Context: an optimization exercise on an open-source flow, tuned for small area and a short achievable clock period. The choices shown serve that exercise and are no tape-out recipe.
Function not checked in this run: the RTL went through the layout flow alone.

==> design/flow/design.v <==
`timescale 1ns / 1ps
module HalfAdder(
    input a,
    input b,
    output f,
    output carryOut
    );
    assign f = a ^ b;
    assign carryOut = a & b;
endmodule
module HalfAdderN(
    input an,
    input bn,
    output fn,
    output carryOutN
    );
    Xnor2 x(an, bn, fn);
    Or2 o(an, bn, carryOutN);
endmodule
module Or2(input a, input b, output y);
    assign y = a | b;
endmodule
`timescale 1ns / 1ps
module FullAdder(
    input a,
    input b,
    input carryIn,
    output sum,
    output carryOut
    );
    assign sum = a ^ b ^ carryIn;
    assign carryOut = (a & b) | (a & carryIn) | (b & carryIn);
endmodule
`timescale 1ns / 1ps
module Inv(input a, output y);
    assign y = ~a;
endmodule
module Nand2(input a, input b, output y);
    assign y = ~(a & b);
endmodule
module Nor2(input a, input b, output y);
    assign y = ~(a | b);
endmodule
module Aoi21(input a, input b, input c, output y);
    assign y = ~((a & b) | c);
endmodule
module Oai21(input a, input b, input c, output y);
    assign y = ~((a | b) & c);
endmodule
module Xor2(input a, input b, output y);
    assign y = a ^ b;
endmodule
module Xnor2(input a, input b, output y);
    assign y = ~(a ^ b);
endmodule
module Ao21(input a, input b, input c, output y);
    assign y = (a & b) | c;
endmodule
module Ao22(input a, input b, input c, input d, output y);
    assign y = (a & b) | (c & d);
endmodule
module And2(input a, input b, output y);
    assign y = a & b;
endmodule
module Aoi22(input a, input b, input c, input d, output y);
    assign y = ~((a & b) | (c & d));
endmodule
`timescale 1ns / 1ps
module MACRegister(
    input clk,
    input rst,
    input [1:0] opcode,
    input [15:0] a,
    input [15:0] b,
    output [31:0] dataOut
    );
    reg [31:0] register;
    assign dataOut = register;
    wire [31:0] rt = ~register;
    wire pp0_0 = ~(a[0] & b[0]), pp0_1 = ~(a[0] & b[1]), pp0_2 = ~(a[0] & b[2]), pp0_3 = ~(a[0] & b[3]), pp0_4 = ~(a[0] & b[4]), pp0_5 = ~(a[0] & b[5]), pp0_6 = ~(a[0] & b[6]), pp0_7 = ~(a[0] & b[7]), pp0_8 = ~(a[0] & b[8]), pp0_9 = ~(a[0] & b[9]), pp0_10 = ~(a[0] & b[10]), pp0_11 = ~(a[0] & b[11]), pp0_12 = ~(a[0] & b[12]), pp0_13 = ~(a[0] & b[13]), pp0_14 = ~(a[0] & b[14]), pp0_15 = ~(a[0] & b[15]);
    wire pp1_0 = ~(a[1] & b[0]), pp1_1 = ~(a[1] & b[1]), pp1_2 = ~(a[1] & b[2]), pp1_3 = ~(a[1] & b[3]), pp1_4 = ~(a[1] & b[4]), pp1_5 = ~(a[1] & b[5]), pp1_6 = ~(a[1] & b[6]), pp1_7 = ~(a[1] & b[7]), pp1_8 = ~(a[1] & b[8]), pp1_9 = ~(a[1] & b[9]), pp1_10 = ~(a[1] & b[10]), pp1_11 = ~(a[1] & b[11]), pp1_12 = ~(a[1] & b[12]), pp1_13 = ~(a[1] & b[13]), pp1_14 = ~(a[1] & b[14]), pp1_15 = ~(a[1] & b[15]);
    wire pp2_0 = ~(a[2] & b[0]), pp2_1 = ~(a[2] & b[1]), pp2_2 = ~(a[2] & b[2]), pp2_3 = ~(a[2] & b[3]), pp2_4 = ~(a[2] & b[4]), pp2_5 = ~(a[2] & b[5]), pp2_6 = ~(a[2] & b[6]), pp2_7 = ~(a[2] & b[7]), pp2_8 = ~(a[2] & b[8]), pp2_9 = ~(a[2] & b[9]), pp2_10 = ~(a[2] & b[10]), pp2_11 = ~(a[2] & b[11]), pp2_12 = ~(a[2] & b[12]), pp2_13 = ~(a[2] & b[13]), pp2_14 = ~(a[2] & b[14]), pp2_15 = ~(a[2] & b[15]);
    wire pp3_0 = ~(a[3] & b[0]), pp3_1 = ~(a[3] & b[1]), pp3_2 = ~(a[3] & b[2]), pp3_3 = ~(a[3] & b[3]), pp3_4 = ~(a[3] & b[4]), pp3_5 = ~(a[3] & b[5]), pp3_6 = ~(a[3] & b[6]), pp3_7 = ~(a[3] & b[7]), pp3_8 = ~(a[3] & b[8]), pp3_9 = ~(a[3] & b[9]), pp3_10 = ~(a[3] & b[10]), pp3_11 = ~(a[3] & b[11]), pp3_12 = ~(a[3] & b[12]), pp3_13 = ~(a[3] & b[13]), pp3_14 = ~(a[3] & b[14]), pp3_15 = ~(a[3] & b[15]);
    wire pp4_0 = ~(a[4] & b[0]), pp4_1 = ~(a[4] & b[1]), pp4_2 = ~(a[4] & b[2]), pp4_3 = ~(a[4] & b[3]), pp4_4 = ~(a[4] & b[4]), pp4_5 = ~(a[4] & b[5]), pp4_6 = ~(a[4] & b[6]), pp4_7 = ~(a[4] & b[7]), pp4_8 = ~(a[4] & b[8]), pp4_9 = ~(a[4] & b[9]), pp4_10 = ~(a[4] & b[10]), pp4_11 = ~(a[4] & b[11]), pp4_12 = ~(a[4] & b[12]), pp4_13 = ~(a[4] & b[13]), pp4_14 = ~(a[4] & b[14]), pp4_15 = ~(a[4] & b[15]);
    wire pp5_0 = ~(a[5] & b[0]), pp5_1 = ~(a[5] & b[1]), pp5_2 = ~(a[5] & b[2]), pp5_3 = ~(a[5] & b[3]), pp5_4 = ~(a[5] & b[4]), pp5_5 = ~(a[5] & b[5]), pp5_6 = ~(a[5] & b[6]), pp5_7 = ~(a[5] & b[7]), pp5_8 = ~(a[5] & b[8]), pp5_9 = ~(a[5] & b[9]), pp5_10 = ~(a[5] & b[10]), pp5_11 = ~(a[5] & b[11]), pp5_12 = ~(a[5] & b[12]), pp5_13 = ~(a[5] & b[13]), pp5_14 = ~(a[5] & b[14]), pp5_15 = ~(a[5] & b[15]);
    wire pp6_0 = ~(a[6] & b[0]), pp6_1 = ~(a[6] & b[1]), pp6_2 = ~(a[6] & b[2]), pp6_3 = ~(a[6] & b[3]), pp6_4 = ~(a[6] & b[4]), pp6_5 = ~(a[6] & b[5]), pp6_6 = ~(a[6] & b[6]), pp6_7 = ~(a[6] & b[7]), pp6_8 = ~(a[6] & b[8]), pp6_9 = ~(a[6] & b[9]), pp6_10 = ~(a[6] & b[10]), pp6_11 = ~(a[6] & b[11]), pp6_12 = ~(a[6] & b[12]), pp6_13 = ~(a[6] & b[13]), pp6_14 = ~(a[6] & b[14]), pp6_15 = ~(a[6] & b[15]);
    wire pp7_0 = ~(a[7] & b[0]), pp7_1 = ~(a[7] & b[1]), pp7_2 = ~(a[7] & b[2]), pp7_3 = ~(a[7] & b[3]), pp7_4 = ~(a[7] & b[4]), pp7_5 = ~(a[7] & b[5]), pp7_6 = ~(a[7] & b[6]), pp7_7 = ~(a[7] & b[7]), pp7_8 = ~(a[7] & b[8]), pp7_9 = ~(a[7] & b[9]), pp7_10 = ~(a[7] & b[10]), pp7_11 = ~(a[7] & b[11]), pp7_12 = ~(a[7] & b[12]), pp7_13 = ~(a[7] & b[13]), pp7_14 = ~(a[7] & b[14]), pp7_15 = ~(a[7] & b[15]);
    wire pp8_0 = ~(a[8] & b[0]), pp8_1 = ~(a[8] & b[1]), pp8_2 = ~(a[8] & b[2]), pp8_3 = ~(a[8] & b[3]), pp8_4 = ~(a[8] & b[4]), pp8_5 = ~(a[8] & b[5]), pp8_6 = ~(a[8] & b[6]), pp8_7 = ~(a[8] & b[7]), pp8_8 = ~(a[8] & b[8]), pp8_9 = ~(a[8] & b[9]), pp8_10 = ~(a[8] & b[10]), pp8_11 = ~(a[8] & b[11]), pp8_12 = ~(a[8] & b[12]), pp8_13 = ~(a[8] & b[13]), pp8_14 = ~(a[8] & b[14]), pp8_15 = ~(a[8] & b[15]);
    wire pp9_0 = ~(a[9] & b[0]), pp9_1 = ~(a[9] & b[1]), pp9_2 = ~(a[9] & b[2]), pp9_3 = ~(a[9] & b[3]), pp9_4 = ~(a[9] & b[4]), pp9_5 = ~(a[9] & b[5]), pp9_6 = ~(a[9] & b[6]), pp9_7 = ~(a[9] & b[7]), pp9_8 = ~(a[9] & b[8]), pp9_9 = ~(a[9] & b[9]), pp9_10 = ~(a[9] & b[10]), pp9_11 = ~(a[9] & b[11]), pp9_12 = ~(a[9] & b[12]), pp9_13 = ~(a[9] & b[13]), pp9_14 = ~(a[9] & b[14]), pp9_15 = ~(a[9] & b[15]);
    wire pp10_0 = ~(a[10] & b[0]), pp10_1 = ~(a[10] & b[1]), pp10_2 = ~(a[10] & b[2]), pp10_3 = ~(a[10] & b[3]), pp10_4 = ~(a[10] & b[4]), pp10_5 = ~(a[10] & b[5]), pp10_6 = ~(a[10] & b[6]), pp10_7 = ~(a[10] & b[7]), pp10_8 = ~(a[10] & b[8]), pp10_9 = ~(a[10] & b[9]), pp10_10 = ~(a[10] & b[10]), pp10_11 = ~(a[10] & b[11]), pp10_12 = ~(a[10] & b[12]), pp10_13 = ~(a[10] & b[13]), pp10_14 = ~(a[10] & b[14]), pp10_15 = ~(a[10] & b[15]);
    wire pp11_0 = ~(a[11] & b[0]), pp11_1 = ~(a[11] & b[1]), pp11_2 = ~(a[11] & b[2]), pp11_3 = ~(a[11] & b[3]), pp11_4 = ~(a[11] & b[4]), pp11_5 = ~(a[11] & b[5]), pp11_6 = ~(a[11] & b[6]), pp11_7 = ~(a[11] & b[7]), pp11_8 = ~(a[11] & b[8]), pp11_9 = ~(a[11] & b[9]), pp11_10 = ~(a[11] & b[10]), pp11_11 = ~(a[11] & b[11]), pp11_12 = ~(a[11] & b[12]), pp11_13 = ~(a[11] & b[13]), pp11_14 = ~(a[11] & b[14]), pp11_15 = ~(a[11] & b[15]);
    wire pp12_0 = ~(a[12] & b[0]), pp12_1 = ~(a[12] & b[1]), pp12_2 = ~(a[12] & b[2]), pp12_3 = ~(a[12] & b[3]), pp12_4 = ~(a[12] & b[4]), pp12_5 = ~(a[12] & b[5]), pp12_6 = ~(a[12] & b[6]), pp12_7 = ~(a[12] & b[7]), pp12_8 = ~(a[12] & b[8]), pp12_9 = ~(a[12] & b[9]), pp12_10 = ~(a[12] & b[10]), pp12_11 = ~(a[12] & b[11]), pp12_12 = ~(a[12] & b[12]), pp12_13 = ~(a[12] & b[13]), pp12_14 = ~(a[12] & b[14]), pp12_15 = ~(a[12] & b[15]);
    wire pp13_0 = ~(a[13] & b[0]), pp13_1 = ~(a[13] & b[1]), pp13_2 = ~(a[13] & b[2]), pp13_3 = ~(a[13] & b[3]), pp13_4 = ~(a[13] & b[4]), pp13_5 = ~(a[13] & b[5]), pp13_6 = ~(a[13] & b[6]), pp13_7 = ~(a[13] & b[7]), pp13_8 = ~(a[13] & b[8]), pp13_9 = ~(a[13] & b[9]), pp13_10 = ~(a[13] & b[10]), pp13_11 = ~(a[13] & b[11]), pp13_12 = ~(a[13] & b[12]), pp13_13 = ~(a[13] & b[13]), pp13_14 = ~(a[13] & b[14]), pp13_15 = ~(a[13] & b[15]);
    wire pp14_0 = ~(a[14] & b[0]), pp14_1 = ~(a[14] & b[1]), pp14_2 = ~(a[14] & b[2]), pp14_3 = ~(a[14] & b[3]), pp14_4 = ~(a[14] & b[4]), pp14_5 = ~(a[14] & b[5]), pp14_6 = ~(a[14] & b[6]), pp14_7 = ~(a[14] & b[7]), pp14_8 = ~(a[14] & b[8]), pp14_9 = ~(a[14] & b[9]), pp14_10 = ~(a[14] & b[10]), pp14_11 = ~(a[14] & b[11]), pp14_12 = ~(a[14] & b[12]), pp14_13 = ~(a[14] & b[13]), pp14_14 = ~(a[14] & b[14]), pp14_15 = ~(a[14] & b[15]);
    wire pp15_0 = ~(a[15] & b[0]), pp15_1 = ~(a[15] & b[1]), pp15_2 = ~(a[15] & b[2]), pp15_3 = ~(a[15] & b[3]), pp15_4 = ~(a[15] & b[4]), pp15_5 = ~(a[15] & b[5]), pp15_6 = ~(a[15] & b[6]), pp15_7 = ~(a[15] & b[7]), pp15_8 = ~(a[15] & b[8]), pp15_9 = ~(a[15] & b[9]), pp15_10 = ~(a[15] & b[10]), pp15_11 = ~(a[15] & b[11]), pp15_12 = ~(a[15] & b[12]), pp15_13 = ~(a[15] & b[13]), pp15_14 = ~(a[15] & b[14]), pp15_15 = ~(a[15] & b[15]);
    wire s1, c2, s3, c4, s5, c6, s7, c8, s9, c10, s11, c12, s13, c14, s15, c16;
    wire s17, c18, s19, c20, s21, c22, s23, c24, s25, c26, s27, c28, s29, c30, s31, c32;
    wire s33, c34, s35, c36, s37, c38, s39, c40, s41, c42, s43, c44, s45, c46, s47, c48;
    wire s49, c50, s51, c52, s53, c54, s55, c56, s57, c58, s59, c60, s61, c62, s63, c64;
    wire s65, c66, s67, c68, s69, c70, s71, c72, s73, c74, s75, c76, s77, c78, s79, c80;
    wire s81, c82, s83, c84, s85, c86, s87, c88, s89, c90, s91, c92, s93, c94, s95, c96;
    wire s97, c98, s99, c100, s101, c102, s103, c104, s105, c106, s107, c108, s109, c110, s111, c112;
    wire s113, c114, s115, c116, s117, c118, s119, c120, s121, c122, s123, c124, s125, c126, s127, c128;
    wire s129, c130, s131, c132, s133, c134, s135, c136, s137, c138, s139, c140, s141, c142, s143, c144;
    wire s145, c146, s147, c148, s149, c150, s151, c152, s153, c154, s155, c156, s157, c158, s159, c160;
    wire s161, c162, s163, c164, s165, c166, s167, c168, s169, c170, s171, c172, s173, c174, s175, c176;
    wire s177, c178, s179, c180, s181, c182, s183, c184, s185, c186, s187, c188, s189, c190, s191, c192;
    wire s193, c194, s195, c196, s197, c198, s199, c200, s201, c202, s203, c204, s205, c206, s207, c208;
    wire s209, c210, s211, c212, s213, c214, s215, c216, s217, c218, s219, c220, s221, c222, s223, c224;
    wire s225, c226, s227, c228, s229, c230, s231, c232, s233, c234, s235, c236, s237, c238, s239, c240;
    wire s241, c242, s243, c244, s245, c246, s247, c248, s249, c250, s251, c252, s253, c254, s255, c256;
    wire s257, c258, s259, c260, s261, c262, s263, c264, s265, c266, s267, c268, s269, c270, s271, c272;
    wire s273, c274, s275, c276, s277, c278, s279, c280, s281, c282, s283, c284, s285, c286, s287, c288;
    wire s289, c290, s291, c292, s293, c294, s295, c296, s297, c298, s299, c300, s301, c302, s303, c304;
    wire s305, c306, s307, c308, s309, c310, s311, c312, s313, c314, s315, c316, s317, c318, s319, c320;
    wire s321, c322, s323, c324, s325, c326, s327, c328, s329, c330, s331, c332, s333, c334, s335, c336;
    wire s337, c338, s339, c340, s341, c342, s343, c344, s345, c346, s347, c348, s349, c350, s351, c352;
    wire s353, c354, s355, c356, s357, c358, s359, c360, s361, c362, s363, c364, s365, c366, s367, c368;
    wire s369, c370, s371, c372, s373, c374, s375, c376, s377, c378, s379, c380, s381, c382, s383, c384;
    wire s385, c386, s387, c388, s389, c390, s391, c392, s393, c394, s395, c396, s397, c398, s399, c400;
    wire s401, c402, s403, c404, s405, c406, s407, c408, s409, c410, s411, c412, s413, c414, s415, c416;
    wire s417, c418, s419, c420, s421, c422, s423, c424, s425, c426, s427, c428, s429, c430, s431, c432;
    wire s433, c434, s435, c436, s437, c438, s439, c440, s441, c442, s443, c444, s445, c446, s447, c448;
    wire s449, c450, s451, c452, s453, c454, s455, c456, s457, c458, s459, c460, s461, c462, s463, c464;
    wire s465, c466, s467, c468, s469, c470, s471, c472, s473, c474, s475, c476, s477, c478, s479, c480;
    wire s481, c482, s483, c484, s485, c486, s487, c488;
    HalfAdderN ha0(rt[12], pp0_12, s1, c2);
    FullAdder fa0(rt[13], pp0_13, pp10_3, s3, c4);
    HalfAdderN ha1(pp11_2, pp12_1, s5, c6);
    FullAdder fa1(rt[14], pp0_14, pp10_4, s7, c8);
    FullAdder fa2(pp11_3, pp12_2, pp13_1, s9, c10);
    HalfAdderN ha2(pp14_0, pp1_13, s11, c12);
    FullAdder fa3(rt[15], pp0_15, pp10_5, s13, c14);
    FullAdder fa4(pp11_4, pp12_3, pp13_2, s15, c16);
    FullAdder fa5(pp14_1, pp15_0, pp1_14, s17, c18);
    HalfAdderN ha3(pp2_13, pp3_12, s19, c20);
    FullAdder fa6(rt[16], pp10_6, pp11_5, s21, c22);
    FullAdder fa7(pp12_4, pp13_3, pp14_2, s23, c24);
    FullAdder fa8(pp15_1, pp1_15, pp2_14, s25, c26);
    HalfAdderN ha4(pp3_13, pp4_12, s27, c28);
    FullAdder fa9(rt[17], pp10_7, pp11_6, s29, c30);
    FullAdder fa10(pp12_5, pp13_4, pp14_3, s31, c32);
    FullAdder fa11(pp15_2, pp2_15, pp3_14, s33, c34);
    FullAdder fa12(rt[18], pp10_8, pp11_7, s35, c36);
    FullAdder fa13(pp12_6, pp13_5, pp14_4, s37, c38);
    FullAdder fa14(rt[19], pp10_9, pp11_8, s39, c40);
    HalfAdderN ha5(rt[8], pp0_8, s41, c42);
    FullAdder fa15(rt[9], pp0_9, pp1_8, s43, c44);
    HalfAdderN ha6(pp2_7, pp3_6, s45, c46);
    FullAdder fa16(rt[10], pp0_10, pp10_0, s47, c48);
    FullAdder fa17(pp1_9, pp2_8, pp3_7, s49, c50);
    HalfAdderN ha7(pp4_6, pp5_5, s51, c52);
    FullAdder fa18(rt[11], pp0_11, pp10_1, s53, c54);
    FullAdder fa19(pp11_0, pp1_10, pp2_9, s55, c56);
    FullAdder fa20(pp3_8, pp4_7, pp5_6, s57, c58);
    HalfAdderN ha8(pp6_5, pp7_4, s59, c60);
    FullAdder fa21(pp10_2, pp11_1, pp12_0, s61, c62);
    FullAdder fa22(pp1_11, pp2_10, pp3_9, s63, c64);
    FullAdder fa23(pp4_8, pp5_7, pp6_6, s65, c66);
    FullAdder fa24(pp7_5, pp8_4, pp9_3, s67, c68);
    FullAdder fa25(pp13_0, pp1_12, pp2_11, s69, c70);
    FullAdder fa26(pp3_10, pp4_9, pp5_8, s71, c72);
    FullAdder fa27(pp6_7, pp7_6, pp8_5, s73, c74);
    FullAdder fa28(pp9_4, c2, s5, s75, c76);
    FullAdder fa29(pp2_12, pp3_11, pp4_10, s77, c78);
    FullAdder fa30(pp5_9, pp6_8, pp7_7, s79, c80);
    FullAdder fa31(pp8_6, pp9_5, c6, s81, c82);
    FullAdder fa32(s11, c4, s7, s83, c84);
    FullAdder fa33(pp4_11, pp5_10, pp6_9, s85, c86);
    FullAdder fa34(pp7_8, pp8_7, pp9_6, s87, c88);
    FullAdder fa35(c12, s19, c8, s89, c90);
    FullAdder fa36(c10, s13, s15, s91, c92);
    FullAdder fa37(pp5_11, pp6_10, pp7_9, s93, c94);
    FullAdder fa38(pp8_8, pp9_7, c20, s95, c96);
    FullAdder fa39(s27, c14, c16, s97, c98);
    FullAdder fa40(c18, s21, s23, s99, c100);
    FullAdder fa41(pp4_13, pp5_12, pp6_11, s101, c102);
    FullAdder fa42(pp7_10, pp8_9, pp9_8, s103, c104);
    FullAdder fa43(c28, c22, c24, s105, c106);
    FullAdder fa44(c26, s29, s31, s107, c108);
    FullAdder fa45(pp15_3, pp3_15, pp4_14, s109, c110);
    FullAdder fa46(pp5_13, pp6_12, pp7_11, s111, c112);
    FullAdder fa47(pp8_10, pp9_9, c30, s113, c114);
    FullAdder fa48(c32, c34, s35, s115, c116);
    FullAdder fa49(pp12_7, pp13_6, pp14_5, s117, c118);
    FullAdder fa50(pp15_4, pp4_15, pp5_14, s119, c120);
    FullAdder fa51(pp6_13, pp7_12, pp8_11, s121, c122);
    FullAdder fa52(pp9_10, c36, c38, s123, c124);
    FullAdder fa53(rt[20], pp10_10, pp11_9, s125, c126);
    FullAdder fa54(pp12_8, pp13_7, pp14_6, s127, c128);
    FullAdder fa55(pp15_5, pp5_15, pp6_14, s129, c130);
    FullAdder fa56(pp7_13, pp8_12, pp9_11, s131, c132);
    FullAdder fa57(rt[21], pp10_11, pp11_10, s133, c134);
    FullAdder fa58(pp12_9, pp13_8, pp14_7, s135, c136);
    FullAdder fa59(pp15_6, pp6_15, pp7_14, s137, c138);
    FullAdder fa60(rt[22], pp10_12, pp11_11, s139, c140);
    FullAdder fa61(pp12_10, pp13_9, pp14_8, s141, c142);
    FullAdder fa62(rt[23], pp10_13, pp11_12, s143, c144);
    HalfAdderN ha9(rt[5], pp0_5, s145, c146);
    FullAdder fa63(rt[6], pp0_6, pp1_5, s147, c148);
    HalfAdderN ha10(pp2_4, pp3_3, s149, c150);
    FullAdder fa64(rt[7], pp0_7, pp1_6, s151, c152);
    FullAdder fa65(pp2_5, pp3_4, pp4_3, s153, c154);
    HalfAdderN ha11(pp5_2, pp6_1, s155, c156);
    FullAdder fa66(pp1_7, pp2_6, pp3_5, s157, c158);
    FullAdder fa67(pp4_4, pp5_3, pp6_2, s159, c160);
    FullAdder fa68(pp7_1, pp8_0, s41, s161, c162);
    FullAdder fa69(pp4_5, pp5_4, pp6_3, s163, c164);
    FullAdder fa70(pp7_2, pp8_1, pp9_0, s165, c166);
    FullAdder fa71(c42, s45, s43, s167, c168);
    FullAdder fa72(pp6_4, pp7_3, pp8_2, s169, c170);
    FullAdder fa73(pp9_1, c46, s51, s171, c172);
    FullAdder fa74(c44, s47, s49, s173, c174);
    FullAdder fa75(pp8_3, pp9_2, c52, s175, c176);
    FullAdder fa76(s59, c48, c50, s177, c178);
    FullAdder fa77(s53, s55, s57, s179, c180);
    FullAdder fa78(c60, s1, c54, s181, c182);
    FullAdder fa79(c56, c58, s61, s183, c184);
    FullAdder fa80(s63, s65, s67, s185, c186);
    FullAdder fa81(c62, c64, c66, s187, c188);
    FullAdder fa82(c68, s3, s69, s189, c190);
    FullAdder fa83(s71, s73, s75, s191, c192);
    FullAdder fa84(c70, c72, c74, s193, c194);
    FullAdder fa85(s77, s79, s9, s195, c196);
    FullAdder fa86(c76, s81, s83, s197, c198);
    FullAdder fa87(c78, c80, s17, s199, c200);
    FullAdder fa88(s85, s87, c82, s201, c202);
    FullAdder fa89(c84, s89, s91, s203, c204);
    FullAdder fa90(c86, c88, s25, s205, c206);
    FullAdder fa91(s93, s95, c90, s207, c208);
    FullAdder fa92(s97, c92, s99, s209, c210);
    FullAdder fa93(c94, s101, s103, s211, c212);
    FullAdder fa94(s33, c96, c98, s213, c214);
    FullAdder fa95(s105, c100, s107, s215, c216);
    FullAdder fa96(c102, c104, s109, s217, c218);
    FullAdder fa97(s111, s37, c106, s219, c220);
    FullAdder fa98(s113, c108, s115, s221, c222);
    FullAdder fa99(c110, c112, s39, s223, c224);
    FullAdder fa100(s117, s119, s121, s225, c226);
    FullAdder fa101(c114, s123, c116, s227, c228);
    FullAdder fa102(c40, c118, c120, s229, c230);
    FullAdder fa103(c122, s125, s127, s231, c232);
    FullAdder fa104(s129, s131, c124, s233, c234);
    FullAdder fa105(pp8_13, pp9_12, c126, s235, c236);
    FullAdder fa106(c128, c130, c132, s237, c238);
    FullAdder fa107(s133, s135, s137, s239, c240);
    FullAdder fa108(pp15_7, pp7_15, pp8_14, s241, c242);
    FullAdder fa109(pp9_13, c134, c136, s243, c244);
    FullAdder fa110(c138, s139, s141, s245, c246);
    FullAdder fa111(pp12_11, pp13_10, pp14_9, s247, c248);
    FullAdder fa112(pp15_8, pp8_15, pp9_14, s249, c250);
    FullAdder fa113(c140, c142, s143, s251, c252);
    FullAdder fa114(rt[24], pp10_14, pp11_13, s253, c254);
    FullAdder fa115(pp12_12, pp13_11, pp14_10, s255, c256);
    FullAdder fa116(pp15_9, pp9_15, c144, s257, c258);
    FullAdder fa117(rt[25], pp10_15, pp11_14, s259, c260);
    FullAdder fa118(pp12_13, pp13_12, pp14_11, s261, c262);
    FullAdder fa119(rt[26], pp11_15, pp12_14, s263, c264);
    HalfAdderN ha12(rt[3], pp0_3, s265, c266);
    FullAdder fa120(rt[4], pp0_4, pp1_3, s267, c268);
    HalfAdderN ha13(pp2_2, pp3_1, s269, c270);
    FullAdder fa121(pp1_4, pp2_3, pp3_2, s271, c272);
    FullAdder fa122(pp4_1, pp5_0, s145, s273, c274);
    FullAdder fa123(pp4_2, pp5_1, pp6_0, s275, c276);
    FullAdder fa124(c146, s149, s147, s277, c278);
    FullAdder fa125(pp7_0, c150, s155, s279, c280);
    FullAdder fa126(c148, s151, s153, s281, c282);
    FullAdder fa127(c156, c152, c154, s283, c284);
    FullAdder fa128(s157, s159, s161, s285, c286);
    FullAdder fa129(c158, c160, s163, s287, c288);
    FullAdder fa130(s165, c162, s167, s289, c290);
    FullAdder fa131(c164, c166, s169, s291, c292);
    FullAdder fa132(s171, c168, s173, s293, c294);
    FullAdder fa133(c170, c172, s175, s295, c296);
    FullAdder fa134(c174, s177, s179, s297, c298);
    FullAdder fa135(c176, c178, s181, s299, c300);
    FullAdder fa136(c180, s183, s185, s301, c302);
    FullAdder fa137(c182, c184, c186, s303, c304);
    FullAdder fa138(s187, s189, s191, s305, c306);
    FullAdder fa139(c188, c190, s193, s307, c308);
    FullAdder fa140(s195, c192, s197, s309, c310);
    FullAdder fa141(c194, c196, s199, s311, c312);
    FullAdder fa142(s201, c198, s203, s313, c314);
    FullAdder fa143(c200, s205, c202, s315, c316);
    FullAdder fa144(s207, c204, s209, s317, c318);
    FullAdder fa145(c206, s211, c208, s319, c320);
    FullAdder fa146(s213, c210, s215, s321, c322);
    FullAdder fa147(c212, s217, c214, s323, c324);
    FullAdder fa148(s219, c216, s221, s325, c326);
    FullAdder fa149(c218, s223, s225, s327, c328);
    FullAdder fa150(c220, c222, s227, s329, c330);
    FullAdder fa151(c224, s229, c226, s331, c332);
    FullAdder fa152(s231, s233, c228, s333, c334);
    FullAdder fa153(s235, c230, c232, s335, c336);
    FullAdder fa154(s237, s239, c234, s337, c338);
    FullAdder fa155(s241, c236, s243, s339, c340);
    FullAdder fa156(c238, c240, s245, s341, c342);
    FullAdder fa157(c242, s247, s249, s343, c344);
    FullAdder fa158(c244, c246, s251, s345, c346);
    FullAdder fa159(c248, c250, s253, s347, c348);
    FullAdder fa160(s255, s257, c252, s349, c350);
    FullAdder fa161(pp15_10, c254, c256, s351, c352);
    FullAdder fa162(s259, s261, c258, s353, c354);
    FullAdder fa163(pp13_13, pp14_12, pp15_11, s355, c356);
    FullAdder fa164(c260, c262, s263, s357, c358);
    FullAdder fa165(rt[27], pp12_15, pp13_14, s359, c360);
    FullAdder fa166(pp14_13, pp15_12, c264, s361, c362);
    FullAdder fa167(rt[28], pp13_15, pp14_14, s363, c364);
    HalfAdderN ha14(rt[2], pp0_2, s365, c366);
    FullAdder fa168(pp1_2, pp2_1, pp3_0, s367, c368);
    FullAdder fa169(pp4_0, c266, s269, s369, c370);
    FullAdder fa170(c270, c268, s271, s371, c372);
    FullAdder fa171(c272, s275, c274, s373, c374);
    FullAdder fa172(c276, s279, c278, s375, c376);
    FullAdder fa173(c280, c282, s283, s377, c378);
    FullAdder fa174(c284, s287, c286, s379, c380);
    FullAdder fa175(c288, s291, c290, s381, c382);
    FullAdder fa176(c292, s295, c294, s383, c384);
    FullAdder fa177(c296, s299, c298, s385, c386);
    FullAdder fa178(c300, c302, s303, s387, c388);
    FullAdder fa179(c304, s307, c306, s389, c390);
    FullAdder fa180(c308, s311, c310, s391, c392);
    FullAdder fa181(c312, s315, c314, s393, c394);
    FullAdder fa182(c316, s319, c318, s395, c396);
    FullAdder fa183(c320, s323, c322, s397, c398);
    FullAdder fa184(s327, c324, c326, s399, c400);
    FullAdder fa185(c328, s331, c330, s401, c402);
    FullAdder fa186(s335, c332, s337, s403, c404);
    FullAdder fa187(c336, s339, s341, s405, c406);
    FullAdder fa188(s343, c340, c342, s407, c408);
    FullAdder fa189(c344, s347, c346, s409, c410);
    FullAdder fa190(s351, c348, s353, s411, c412);
    FullAdder fa191(s355, c352, s357, s413, c414);
    FullAdder fa192(c356, s359, s361, s415, c416);
    FullAdder fa193(pp15_13, c360, s363, s417, c418);
    FullAdder fa194(rt[29], pp14_15, pp15_14, s419, c420);
    HalfAdderN ha15(rt[1], pp0_1, s421, c422);
    FullAdder fa195(pp1_1, pp2_0, s365, s423, c424);
    FullAdder fa196(c366, s265, s367, s425, c426);
    FullAdder fa197(c368, s267, s369, s427, c428);
    FullAdder fa198(c370, s273, s371, s429, c430);
    FullAdder fa199(c372, s277, s373, s431, c432);
    FullAdder fa200(s281, c374, s375, s433, c434);
    FullAdder fa201(c376, s285, s377, s435, c436);
    FullAdder fa202(c378, s289, s379, s437, c438);
    FullAdder fa203(s293, c380, s381, s439, c440);
    FullAdder fa204(s297, c382, s383, s441, c442);
    FullAdder fa205(s301, c384, s385, s443, c444);
    FullAdder fa206(s305, c386, s387, s445, c446);
    FullAdder fa207(c388, s309, s389, s447, c448);
    FullAdder fa208(s313, c390, s391, s449, c450);
    FullAdder fa209(s317, c392, s393, s451, c452);
    FullAdder fa210(s321, c394, s395, s453, c454);
    FullAdder fa211(s325, c396, s397, s455, c456);
    FullAdder fa212(s329, c398, s399, s457, c458);
    FullAdder fa213(s333, c400, s401, s459, c460);
    FullAdder fa214(c334, s403, c402, s461, c462);
    FullAdder fa215(c338, s405, c404, s463, c464);
    FullAdder fa216(s345, c406, s407, s465, c466);
    FullAdder fa217(s349, c408, s409, s467, c468);
    FullAdder fa218(c350, s411, c410, s469, c470);
    FullAdder fa219(c354, s413, c412, s471, c472);
    FullAdder fa220(c358, c414, s415, s473, c474);
    FullAdder fa221(c362, s417, c416, s475, c476);
    FullAdder fa222(c364, s419, c418, s477, c478);
    FullAdder fa223(rt[30], pp15_15, c420, s479, c480);
    HalfAdderN ha16(rt[0], pp0_0, s481, c482);
    FullAdder fa224(pp1_0, c482, s421, s483, c484);
    FullAdder fa225(c422, c484, s423, s485, c486);
    FullAdder fa226(c424, s425, c486, s487, c488);
    wire [31:0] x = {c480, c478, c476, c474, c472, c470, c468, c466, c464, c462, c460, c458, c456, c454, c452, c450, c448, c446, c444, c442, c440, c438, c436, c434, c432, c430, c428, c426, s487, s485, s483, s481};
    wire [31:0] y = {rt[31], s479, s477, s475, s473, s471, s469, s467, s465, s463, s461, s459, s457, s455, s453, s451, s449, s447, s445, s443, s441, s439, s437, s435, s433, s431, s429, s427, 1'b1, 1'b1, 1'b1, 1'b1};
    wire n489, n490, n491, n492, n493, n494, n495, n496, n497, n498, n499, n500, n501, n502, n503, n504, n505, n506, n507, n508, n509, n510, n511, n512, n513, n514, n515, n516, n517, n518, n519, n520, n521, n522, n523, n524, n525, n526, n527, n528, n529, n530, n531, n532, n533, n534, n535, n536, n537, n538, n539, n540, n541, n542, n543, n544, n545, n546, n547, n548, n549, n550, n551, n552, n553, n554, n555, n556, n557, n558, n559, n560, n561, n562, n563, n564, n565, n566, n567, n568, n569, n570, n571, n572, n573, n574, n575, n576, n577, n578, n579, n580, n581, n582, n583, n584, n585, n586, n587, n588, n589, n590, n591, n592, n593, n594, n595, n596, n597, n598, n599, n600, n601, n602, n603, n604, n605, n606, n607, n608, n609, n610, n611, n612, n613, n614, n615, n616, n617, n618, n619, n620, n621, n622, n623, n624, n625, n626, n627, n628, n629, n630, n631, n632, n633, n634, n635, n636, n637, n638, n639, n640, n641, n642, n643, n644, n645, n646, n647, n648, n649, n650, n651, n652, n653, n654, n655, n656, n657, n658, n659, n660, n661, n662, n663, n664, n665, n666, n667, n668, n669, n670, n671, n672, n673, n674, n675, n676, n677, n678, n679, n680, n681, n682, n683, n684, n685, n686, n687, n688, n689, n690, n691, n692, n693, n694, n695, n696, n697, n698, n699, n700, n701, n702, n703, n704, n705, n706, n707, n708, n709, n710, n711, n712, n713, n714, n715, n716, n717, n718, n719, n720, n721, n722, n723, n724, n725, n726;
    Xor2 u_n489(x[4], y[4], n489);
    Nand2 u_n490(x[4], y[4], n490);
    Nor2 u_n491(x[4], y[4], n491);
    Inv u_n492(c488, n492);
    Oai21 u_n493(n491, n492, n490, n493);
    Xor2 u_n494(x[5], y[5], n494);
    Nand2 u_n495(x[5], y[5], n495);
    Nor2 u_n496(x[5], y[5], n496);
    Xor2 u_n497(x[6], y[6], n497);
    Nand2 u_n498(x[6], y[6], n498);
    Nor2 u_n499(x[6], y[6], n499);
    Xor2 u_n500(x[7], y[7], n500);
    Nand2 u_n501(x[7], y[7], n501);
    Nor2 u_n502(x[7], y[7], n502);
    Xor2 u_n503(x[8], y[8], n503);
    Nand2 u_n504(x[8], y[8], n504);
    Nor2 u_n505(x[8], y[8], n505);
    Xor2 u_n506(x[9], y[9], n506);
    Nand2 u_n507(x[9], y[9], n507);
    Nor2 u_n508(x[9], y[9], n508);
    Xor2 u_n509(x[10], y[10], n509);
    Nand2 u_n510(x[10], y[10], n510);
    Nor2 u_n511(x[10], y[10], n511);
    Xor2 u_n512(x[11], y[11], n512);
    Nand2 u_n513(x[11], y[11], n513);
    Nor2 u_n514(x[11], y[11], n514);
    Xor2 u_n515(x[12], y[12], n515);
    Nand2 u_n516(x[12], y[12], n516);
    Nor2 u_n517(x[12], y[12], n517);
    Xor2 u_n518(x[13], y[13], n518);
    Nand2 u_n519(x[13], y[13], n519);
    Nor2 u_n520(x[13], y[13], n520);
    Xor2 u_n521(x[14], y[14], n521);
    Nand2 u_n522(x[14], y[14], n522);
    Nor2 u_n523(x[14], y[14], n523);
    Xor2 u_n524(x[15], y[15], n524);
    Nand2 u_n525(x[15], y[15], n525);
    Nor2 u_n526(x[15], y[15], n526);
    Xor2 u_n527(x[16], y[16], n527);
    Nand2 u_n528(x[16], y[16], n528);
    Nor2 u_n529(x[16], y[16], n529);
    Xor2 u_n530(x[17], y[17], n530);
    Nand2 u_n531(x[17], y[17], n531);
    Nor2 u_n532(x[17], y[17], n532);
    Xor2 u_n533(x[18], y[18], n533);
    Nand2 u_n534(x[18], y[18], n534);
    Nor2 u_n535(x[18], y[18], n535);
    Xor2 u_n536(x[19], y[19], n536);
    Nand2 u_n537(x[19], y[19], n537);
    Nor2 u_n538(x[19], y[19], n538);
    Xor2 u_n539(x[20], y[20], n539);
    Nand2 u_n540(x[20], y[20], n540);
    Nor2 u_n541(x[20], y[20], n541);
    Xor2 u_n542(x[21], y[21], n542);
    Nand2 u_n543(x[21], y[21], n543);
    Nor2 u_n544(x[21], y[21], n544);
    Xor2 u_n545(x[22], y[22], n545);
    Nand2 u_n546(x[22], y[22], n546);
    Nor2 u_n547(x[22], y[22], n547);
    Xor2 u_n548(x[23], y[23], n548);
    Nand2 u_n549(x[23], y[23], n549);
    Nor2 u_n550(x[23], y[23], n550);
    Xor2 u_n551(x[24], y[24], n551);
    Nand2 u_n552(x[24], y[24], n552);
    Nor2 u_n553(x[24], y[24], n553);
    Xor2 u_n554(x[25], y[25], n554);
    Nand2 u_n555(x[25], y[25], n555);
    Nor2 u_n556(x[25], y[25], n556);
    Xor2 u_n557(x[26], y[26], n557);
    Nand2 u_n558(x[26], y[26], n558);
    Nor2 u_n559(x[26], y[26], n559);
    Xor2 u_n560(x[27], y[27], n560);
    Nand2 u_n561(x[27], y[27], n561);
    Nor2 u_n562(x[27], y[27], n562);
    Xor2 u_n563(x[28], y[28], n563);
    Nand2 u_n564(x[28], y[28], n564);
    Nor2 u_n565(x[28], y[28], n565);
    Xor2 u_n566(x[29], y[29], n566);
    Nand2 u_n567(x[29], y[29], n567);
    Nor2 u_n568(x[29], y[29], n568);
    Xor2 u_n569(x[30], y[30], n569);
    Nand2 u_n570(x[30], y[30], n570);
    Nor2 u_n571(x[30], y[30], n571);
    Xor2 u_n572(x[31], y[31], n572);
    Nand2 u_n573(x[31], y[31], n573);
    Nor2 u_n574(x[31], y[31], n574);
    Inv u_n575(n493, n575);
    Oai21 u_n576(n496, n575, n495, n576);
    Oai21 u_n577(n502, n498, n501, n577);
    Nor2 u_n578(n502, n499, n578);
    Oai21 u_n579(n508, n504, n507, n579);
    Nor2 u_n580(n508, n505, n580);
    Oai21 u_n581(n514, n510, n513, n581);
    Nor2 u_n582(n514, n511, n582);
    Oai21 u_n583(n520, n516, n519, n583);
    Nor2 u_n584(n520, n517, n584);
    Oai21 u_n585(n526, n522, n525, n585);
    Nor2 u_n586(n526, n523, n586);
    Oai21 u_n587(n532, n528, n531, n587);
    Nor2 u_n588(n532, n529, n588);
    Oai21 u_n589(n538, n534, n537, n589);
    Nor2 u_n590(n538, n535, n590);
    Oai21 u_n591(n544, n540, n543, n591);
    Nor2 u_n592(n544, n541, n592);
    Oai21 u_n593(n550, n546, n549, n593);
    Nor2 u_n594(n550, n547, n594);
    Oai21 u_n595(n556, n552, n555, n595);
    Nor2 u_n596(n556, n553, n596);
    Oai21 u_n597(n562, n558, n561, n597);
    Nor2 u_n598(n562, n559, n598);
    Oai21 u_n599(n568, n564, n567, n599);
    Nor2 u_n600(n568, n565, n600);
    Oai21 u_n601(n574, n570, n573, n601);
    Nor2 u_n602(n574, n571, n602);
    Inv u_n603(n576, n603);
    Oai21 u_n604(n499, n603, n498, n604);
    Aoi21 u_n605(n578, n576, n577, n605);
    Inv u_n606(n579, n606);
    Oai21 u_n607(n511, n606, n510, n607);
    Inv u_n608(n580, n608);
    Nor2 u_n609(n511, n608, n609);
    Aoi21 u_n610(n582, n579, n581, n610);
    Nand2 u_n611(n582, n580, n611);
    Inv u_n612(n583, n612);
    Oai21 u_n613(n523, n612, n522, n613);
    Inv u_n614(n584, n614);
    Nor2 u_n615(n523, n614, n615);
    Aoi21 u_n616(n586, n583, n585, n616);
    Nand2 u_n617(n586, n584, n617);
    Inv u_n618(n587, n618);
    Oai21 u_n619(n535, n618, n534, n619);
    Inv u_n620(n588, n620);
    Nor2 u_n621(n535, n620, n621);
    Aoi21 u_n622(n590, n587, n589, n622);
    Nand2 u_n623(n590, n588, n623);
    Inv u_n624(n591, n624);
    Oai21 u_n625(n547, n624, n546, n625);
    Inv u_n626(n592, n626);
    Nor2 u_n627(n547, n626, n627);
    Aoi21 u_n628(n594, n591, n593, n628);
    Nand2 u_n629(n594, n592, n629);
    Inv u_n630(n595, n630);
    Oai21 u_n631(n559, n630, n558, n631);
    Inv u_n632(n596, n632);
    Nor2 u_n633(n559, n632, n633);
    Aoi21 u_n634(n598, n595, n597, n634);
    Nand2 u_n635(n598, n596, n635);
    Inv u_n636(n599, n636);
    Oai21 u_n637(n571, n636, n570, n637);
    Inv u_n638(n600, n638);
    Nor2 u_n639(n571, n638, n639);
    Aoi21 u_n640(n602, n599, n601, n640);
    Nand2 u_n641(n602, n600, n641);
    Oai21 u_n642(n505, n605, n504, n642);
    Inv u_n643(n605, n643);
    Aoi21 u_n644(n580, n643, n579, n644);
    Aoi21 u_n645(n609, n643, n607, n645);
    Oai21 u_n646(n611, n605, n610, n646);
    Oai21 u_n647(n529, n616, n528, n647);
    Nor2 u_n648(n529, n617, n648);
    Inv u_n649(n616, n649);
    Aoi21 u_n650(n588, n649, n587, n650);
    Inv u_n651(n617, n651);
    Nand2 u_n652(n588, n651, n652);
    Aoi21 u_n653(n621, n649, n619, n653);
    Nand2 u_n654(n621, n651, n654);
    Oai21 u_n655(n623, n616, n622, n655);
    Nor2 u_n656(n623, n617, n656);
    Oai21 u_n657(n553, n628, n552, n657);
    Nor2 u_n658(n553, n629, n658);
    Inv u_n659(n628, n659);
    Aoi21 u_n660(n596, n659, n595, n660);
    Inv u_n661(n629, n661);
    Nand2 u_n662(n596, n661, n662);
    Aoi21 u_n663(n633, n659, n631, n663);
    Nand2 u_n664(n633, n661, n664);
    Oai21 u_n665(n635, n628, n634, n665);
    Nor2 u_n666(n635, n629, n666);
    Inv u_n667(n646, n667);
    Oai21 u_n668(n517, n667, n516, n668);
    Aoi21 u_n669(n584, n646, n583, n669);
    Aoi21 u_n670(n615, n646, n613, n670);
    Oai21 u_n671(n617, n667, n616, n671);
    Aoi21 u_n672(n648, n646, n647, n672);
    Oai21 u_n673(n652, n667, n650, n673);
    Oai21 u_n674(n654, n667, n653, n674);
    Aoi21 u_n675(n656, n646, n655, n675);
    Inv u_n676(n665, n676);
    Oai21 u_n677(n565, n676, n564, n677);
    Inv u_n678(n666, n678);
    Nor2 u_n679(n565, n678, n679);
    Aoi21 u_n680(n600, n665, n599, n680);
    Nand2 u_n681(n600, n666, n681);
    Aoi21 u_n682(n639, n665, n637, n682);
    Nand2 u_n683(n639, n666, n683);
    Oai21 u_n684(n641, n676, n640, n684);
    Nor2 u_n685(n641, n678, n685);
    Oai21 u_n686(n541, n675, n540, n686);
    Inv u_n687(n675, n687);
    Aoi21 u_n688(n592, n687, n591, n688);
    Aoi21 u_n689(n627, n687, n625, n689);
    Oai21 u_n690(n629, n675, n628, n690);
    Aoi21 u_n691(n658, n687, n657, n691);
    Oai21 u_n692(n662, n675, n660, n692);
    Oai21 u_n693(n664, n675, n663, n693);
    Aoi21 u_n694(n666, n687, n665, n694);
    Aoi21 u_n695(n679, n687, n677, n695);
    Oai21 u_n696(n681, n675, n680, n696);
    Oai21 u_n697(n683, n675, n682, n697);
    Aoi21 u_n698(n685, n687, n684, n698);
    wire sM = ~rst & (opcode == 2'd2);
    wire sL = ~rst & (opcode == 2'd1);
    wire sH = ~rst & (opcode[0] == opcode[1]);
    wire [31:0] other, nxt;
    Ao22 u_o0(sL, b[0], sH, register[0], other[0]);
    Ao22 u_o1(sL, b[1], sH, register[1], other[1]);
    Ao22 u_o2(sL, b[2], sH, register[2], other[2]);
    Ao22 u_o3(sL, b[3], sH, register[3], other[3]);
    Ao22 u_o4(sL, b[4], sH, register[4], other[4]);
    Ao22 u_o5(sL, b[5], sH, register[5], other[5]);
    Ao22 u_o6(sL, b[6], sH, register[6], other[6]);
    Ao22 u_o7(sL, b[7], sH, register[7], other[7]);
    Ao22 u_o8(sL, b[8], sH, register[8], other[8]);
    Ao22 u_o9(sL, b[9], sH, register[9], other[9]);
    Ao22 u_o10(sL, b[10], sH, register[10], other[10]);
    Ao22 u_o11(sL, b[11], sH, register[11], other[11]);
    Ao22 u_o12(sL, b[12], sH, register[12], other[12]);
    Ao22 u_o13(sL, b[13], sH, register[13], other[13]);
    Ao22 u_o14(sL, b[14], sH, register[14], other[14]);
    Ao22 u_o15(sL, b[15], sH, register[15], other[15]);
    Ao22 u_o16(sL, a[0], sH, register[16], other[16]);
    Ao22 u_o17(sL, a[1], sH, register[17], other[17]);
    Ao22 u_o18(sL, a[2], sH, register[18], other[18]);
    Ao22 u_o19(sL, a[3], sH, register[19], other[19]);
    Ao22 u_o20(sL, a[4], sH, register[20], other[20]);
    Ao22 u_o21(sL, a[5], sH, register[21], other[21]);
    Ao22 u_o22(sL, a[6], sH, register[22], other[22]);
    Ao22 u_o23(sL, a[7], sH, register[23], other[23]);
    Ao22 u_o24(sL, a[8], sH, register[24], other[24]);
    Ao22 u_o25(sL, a[9], sH, register[25], other[25]);
    Ao22 u_o26(sL, a[10], sH, register[26], other[26]);
    Ao22 u_o27(sL, a[11], sH, register[27], other[27]);
    Ao22 u_o28(sL, a[12], sH, register[28], other[28]);
    Ao22 u_o29(sL, a[13], sH, register[29], other[29]);
    Ao22 u_o30(sL, a[14], sH, register[30], other[30]);
    Ao22 u_o31(sL, a[15], sH, register[31], other[31]);
    assign nxt[0] = (sM & ~x[0]) | other[0];
    assign nxt[1] = (sM & ~x[1]) | other[1];
    assign nxt[2] = (sM & ~x[2]) | other[2];
    assign nxt[3] = (sM & ~x[3]) | other[3];
    Xnor2 u_n699(n489, c488, n699);
    Ao21 u_d4(sM, n699, other[4], nxt[4]);
    Xnor2 u_n700(n494, n493, n700);
    Ao21 u_d5(sM, n700, other[5], nxt[5]);
    Xnor2 u_n701(n497, n576, n701);
    Ao21 u_d6(sM, n701, other[6], nxt[6]);
    Xnor2 u_n702(n500, n604, n702);
    Ao21 u_d7(sM, n702, other[7], nxt[7]);
    Xor2 u_n703(n503, n605, n703);
    Ao21 u_d8(sM, n703, other[8], nxt[8]);
    Xnor2 u_n704(n506, n642, n704);
    Ao21 u_d9(sM, n704, other[9], nxt[9]);
    Xor2 u_n705(n509, n644, n705);
    Ao21 u_d10(sM, n705, other[10], nxt[10]);
    Xor2 u_n706(n512, n645, n706);
    Ao21 u_d11(sM, n706, other[11], nxt[11]);
    Xnor2 u_n707(n515, n646, n707);
    Ao21 u_d12(sM, n707, other[12], nxt[12]);
    Xnor2 u_n708(n518, n668, n708);
    Ao21 u_d13(sM, n708, other[13], nxt[13]);
    Xor2 u_n709(n521, n669, n709);
    Ao21 u_d14(sM, n709, other[14], nxt[14]);
    Xor2 u_n710(n524, n670, n710);
    Ao21 u_d15(sM, n710, other[15], nxt[15]);
    Xnor2 u_n711(n527, n671, n711);
    Ao21 u_d16(sM, n711, other[16], nxt[16]);
    Xor2 u_n712(n530, n672, n712);
    Ao21 u_d17(sM, n712, other[17], nxt[17]);
    Xnor2 u_n713(n533, n673, n713);
    Ao21 u_d18(sM, n713, other[18], nxt[18]);
    Xnor2 u_n714(n536, n674, n714);
    Ao21 u_d19(sM, n714, other[19], nxt[19]);
    Xor2 u_n715(n539, n675, n715);
    Ao21 u_d20(sM, n715, other[20], nxt[20]);
    Xnor2 u_n716(n542, n686, n716);
    Ao21 u_d21(sM, n716, other[21], nxt[21]);
    Xor2 u_n717(n545, n688, n717);
    Ao21 u_d22(sM, n717, other[22], nxt[22]);
    Xor2 u_n718(n548, n689, n718);
    Ao21 u_d23(sM, n718, other[23], nxt[23]);
    Xnor2 u_n719(n551, n690, n719);
    Ao21 u_d24(sM, n719, other[24], nxt[24]);
    Xor2 u_n720(n554, n691, n720);
    Ao21 u_d25(sM, n720, other[25], nxt[25]);
    Xnor2 u_n721(n557, n692, n721);
    Ao21 u_d26(sM, n721, other[26], nxt[26]);
    Xnor2 u_n722(n560, n693, n722);
    Ao21 u_d27(sM, n722, other[27], nxt[27]);
    Xor2 u_n723(n563, n694, n723);
    Ao21 u_d28(sM, n723, other[28], nxt[28]);
    Xor2 u_n724(n566, n695, n724);
    Ao21 u_d29(sM, n724, other[29], nxt[29]);
    Xnor2 u_n725(n569, n696, n725);
    Ao21 u_d30(sM, n725, other[30], nxt[30]);
    Xnor2 u_n726(n572, n697, n726);
    Ao21 u_d31(sM, n726, other[31], nxt[31]);
    always @ (posedge clk)
        register <= nxt;
endmodule
==> design/flow/flow/run.sh <==
#!/bin/bash
# Standard ORFS layout, with buf_2 port buffers, and timing repair aiming for 10.75 ns of
# setup slack at the design's clock period (i.e. a tighter internal target).
set -euo pipefail
bash standard.sh "BUFFER_PORTS_ARGS=-buffer_cell sky130_fd_sc_hd__buf_2" "SETUP_SLACK_MARGIN=10.75" finish > make_finish.log 2>&1
==> design/flow/standard.sh <==
#!/bin/bash
# synth_recipe.tcl (not shown) runs the flow's synth.tcl, then flattens the netlist and writes it again
# the make line also repeats each setting of config.mk as NAME=value (left out here)
make -C /OpenROAD-flow-scripts/flow DESIGN_CONFIG=/design/flow/config.mk WORK_HOME=/design/flow/orfs CLKGATE_MAP_FILE= SYNTH_SCRIPT=/design/flow/synth_recipe.tcl "${@:-finish}"
==> design/flow/config.mk <==
export PLATFORM = sky130hd
export DESIGN_NAME = MACRegister
export DESIGN_NICKNAME = MACRegister
export VERILOG_FILES = /design/flow/design.v
export SDC_FILE = /design/flow/constraint.sdc
export NUM_CORES = 4
export LEC_CHECK = 0
export CAP_MARGIN = 20
export CORE_MARGIN = 2
export CORE_UTILIZATION = 55
export PLACE_DENSITY = 0.75
export SETUP_SLACK_MARGIN = 1.0
export SLEW_MARGIN = 20
export SYNTH_HIERARCHICAL = 1
export SYNTH_MINIMUM_KEEP_SIZE = 0
==> design/flow/constraint.sdc <==
create_clock -name core_clock -period 19.0 [get_ports {clk}]
set_input_delay 3.8000 -clock core_clock [delete_from_list [all_inputs] [get_ports {clk}]]
set_output_delay 3.8000 -clock core_clock [all_outputs]
set_load 0.01 [all_outputs]
==> results.txt <==
cells in the mapped netlist, drive strengths merged:
| library cell | n | share of area (%) |
|---|---|---|
| or2 | 17 | 1.2 |
| o21ai | 38 | 2.1 |
| fa | 227 | 50 |
| inv | 59 | 2.4 |
| nand2b | 1 | 0.15 |
| o21bai | 4 | 0.33 |
| dfxtp | 32 | 7.1 |
| a21o | 28 | 2.3 |
| ha | 2 | 0.28 |
| xnor2 | 33 | 3.2 |
| clkbuf | 4 | 0.61 |
| nand2 | 294 | 12 |
| a22o | 32 | 3.1 |
| xor2 | 40 | 3.9 |
| nor2b | 2 | 0.14 |
| a21oi | 23 | 2.2 |
| nor2 | 50 | 2.1 |
| buf | 60 | 6.7 |
modules after synthesis, one instance, submodules excluded, a selection:
module	cells inside	area, µm²	flip-flops and latches
MACRegister	396	2489	32
FullAdder	1	20.02	0
Ao22	1	8.758	0
Aoi21	1	8.758	0
Xnor2	1	8.758	0
Xor2	1	8.758	0
Ao21	1	7.507	0
Or2	1	6.256	0
Oai21	1	5.005	0
Inv	1	3.754	0
Nand2	1	3.754	0
Nor2	1	3.754	0
worst max-delay path by stage:
stage,start,to,slack (ns)
floorplan,b[7],register[22],10.78
global route,b[4],register[25],10.69
global placement,b[4],register[29],10.12
detailed placement,b[1],register[28],9.97
CTS,b[12],register[24],10.76
finish,b[5],register[24],10.87
cells by family after synthesis:
family          after synthesis  share of synthesized area, %
buf+inv                     123                         9.782
flops                        32                         7.054
xor+xnor                     73                         7.041
simple gates                364                         15.76
compound gates              125                         10.04
fa+ha+maj                   229                         50.32
layer usage:
| metal | track usage, % | up-vias | share of wire [%] |
|---|---|---|---|
| met1 | 36.56 | 3445 | 38 |
| met4 | 10.57 | 0 | 3.5 |
| met5 | 0 | - | 0 |
| met3 | 4.483 | 64 | 8.2 |
| met2 | 46.52 | 334 | 51 |
| li1 | - | 2923 | - |
worst max-delay path, cell delays in order:
cell,delay [ns]
buf_6,0.17
nand2_1,0.10
fa_1,0.57
fa_1,0.43
fa_1,0.46
fa_1,0.40
fa_1,0.52
fa_1,0.47
nor2_2,0.16
nor2_1,0.09
a21oi_2,0.18
o21ai_2,0.09
a21oi_4,0.29
buf_6,0.18
o21ai_1,0.08
xnor2_1,0.15
a21o_1,0.15
repair_timing:
| item | CTS | global route |
|---|---|---|
| gates resized for setup | 31 | 44 |
| pin swaps | 1 | 2 |
| hold buffers | 0 | 0 |
| setup endpoints to repair | 12 | 12 |
| setup buffers | 2 | 1 |
| cloned | 0 | 0 |
final cells by class:
class / count / share of cell area (%)
Sequential cell: 32 / 6.778
Inverter: 59 / 2.343
Timing Repair Buffer: 74 / 5.864
Tap cell: 216 / 2.859
Clock inverter: 1 / 0.05295
Clock buffer: 6 / 1.364
Multi-Input combinational cell: 791 / 80.74
stage by stage:
stage	hold WS (ns)	util (%)	worst slack, ns	std cells
global placement	0.5521	56.62	10.12	1169
floorplan	0.6041	-	10.78	946
CTS	0.5717	58.07	10.76	1178
finish	0.5751	59.07	10.87	1179
detailed placement	0.5580	56.62	9.972	1169
global route	0.6109	59.07	10.69	1179
==> summary.md <==
| Metric | Value |
|---|---|
| Die Y | `132.5 µm` |
| RR Startpoint | `register[15]` |
| Gr usage total | `approximately 28%` |
| Worst Path Arrival | `8.32 ns` |
| Synth Register Bits | `32` |
| Die width | `132.5 µm` |
| Crit-path max FO | `17` |
| Hold Startpoint | `register[20]` |
| Final ANT Viol Nets | `0` |
| Max FFs per register | `32` |
| Total Routed Length | `22940 µm` |
| Synth cell types | `20` |
| Fin. Hold Viols | `0` |
| Register-to-register setup slack | `roughly 14 ns` |
| Worst R2R Path Depth | `16` |
| Clk slew on worst S/H paths | `0.06 ns` |
| RSZ-0062 raised after global routing | `yes` |
| Worst Clk Skew | `0.005752 ns` |
| Number of port buffers | `67` |
| Actual slew at the worst max-slew pin | `0.5253 ns` |
| Min cycle time layout | `8.125 ns` |
| Fin. max-slew vios | `0` |
| Maxcap violations | `0` |
| Vias | `6766` |
| GP Congestion | `0.8964` |
| First-pass GRT wire length | `37780 µm` |
| Starting Density | `about 57%` |
| GRT overflow | `0` |
| Clock sink count | `32` |
| Hpwl dp | `17090 µm` |
| Cts bufs inserted | `5` |
| DIE AREA | `17550 µm²` |
| H-tree depth | `2` |
| Worst Path Required | `19.19 ns` |
| Crit path capture type | `flop` |
| P&R area growth vs syn | `4.078%` |
| Hold path depth | `2` |
| Fmax achieved | `123.1 MHz` |
| Synth Warn # | `7` |
| N_diodes | `0` |
| Vias in the first global route | `7241` |
| R2r endpoint | `register[24]` |
| Drt drc | `0` |
| Latest clock arrival within the worst-skew pair | `0.30 ns` |
| WHS Endpoint | `register[20]` |
| Initial antenna violation count | `0` |
| Total negative slack | `0 ns` |
| Setup crit start kind | `input pin` |
| Synthesized area | `9081 µm²` |
| Outcome | `complete, no violations` |
| Finish-stage setup viols | `0` |
| Iter 0 DRT Violations | `around 580` |
| Synth Net Count | `1211` |
| Placed cell area | `9059 µm²` |
| Fill cells | `1389` |
| Layout cells sized above 1 | `13.08%` |
| Slew HR | `about two thirds` |
| Max clock buf depth | `2` |
| DR pass1 iterations | `5` |
| Top Ports | `68` |
| Root Buffer | `clkbuf_16` |
| Final Cell Area | `9452 µm²` |
| Routed len/inst | `19.46 µm` |
| Largest Register | `register` |
| Crit path kind | `input pin to flop` |
| Hold crit path type | `flop to flop` |
| Commonest cells after routing, fill and taps aside | `291 x nand2_1, 226 x fa_1, 58 x inv_1, 40 x xor2_1, 40 x nor2_1` |
| Num rows | `between 40 and 50` |
| Mapped Cells | `946` |
| FF/Latch Area | `640.6 µm²` |
| Final nets | `1228` |
| Core ar. | `16000 µm²` |
| CTS tree | `done` |
| Multi-input logic area | `7631 µm²` |
| Period utilization | `42.76%` |
| Seq/Total Area, Yosys | `7.054%` |
| Commonest non-fill, non-tap cell in the layout | `nand2_1` |
| Largest net degree at the start of global routing | `33` |
| Vias per cell | `5.739` |
| Synth Area per Inst | `9.600 µm²` |
| Biggest regs | `register (32)` |

separate check: timing with driven ports:
The flow's constraints put no driver on any port. The routed layout listed below was extracted and timed again, unchanged, in two steps. Step 1, drivers: a clkbuf_16 drives clk and a buf_2 each remaining input, both assumed. Step 2, shift: input delay + t, output delay - t, t = (earliest + latest rising clock arrival at the registers) / 2. This alone moves slack from input paths to output paths. a / b / c = no drivers / after step 1 / after step 2; a / b = the first two.
t, ns: 0.337
setup WS [ns]: 10.875 / 10.880 / 10.543
worst setup path after step 2: input to register
pins driven straight from the clock port: 1
After both steps this run still meets setup and hold. The setup slack of this run moves by +0.005 ns with the drivers and by -0.332 ns with both steps.
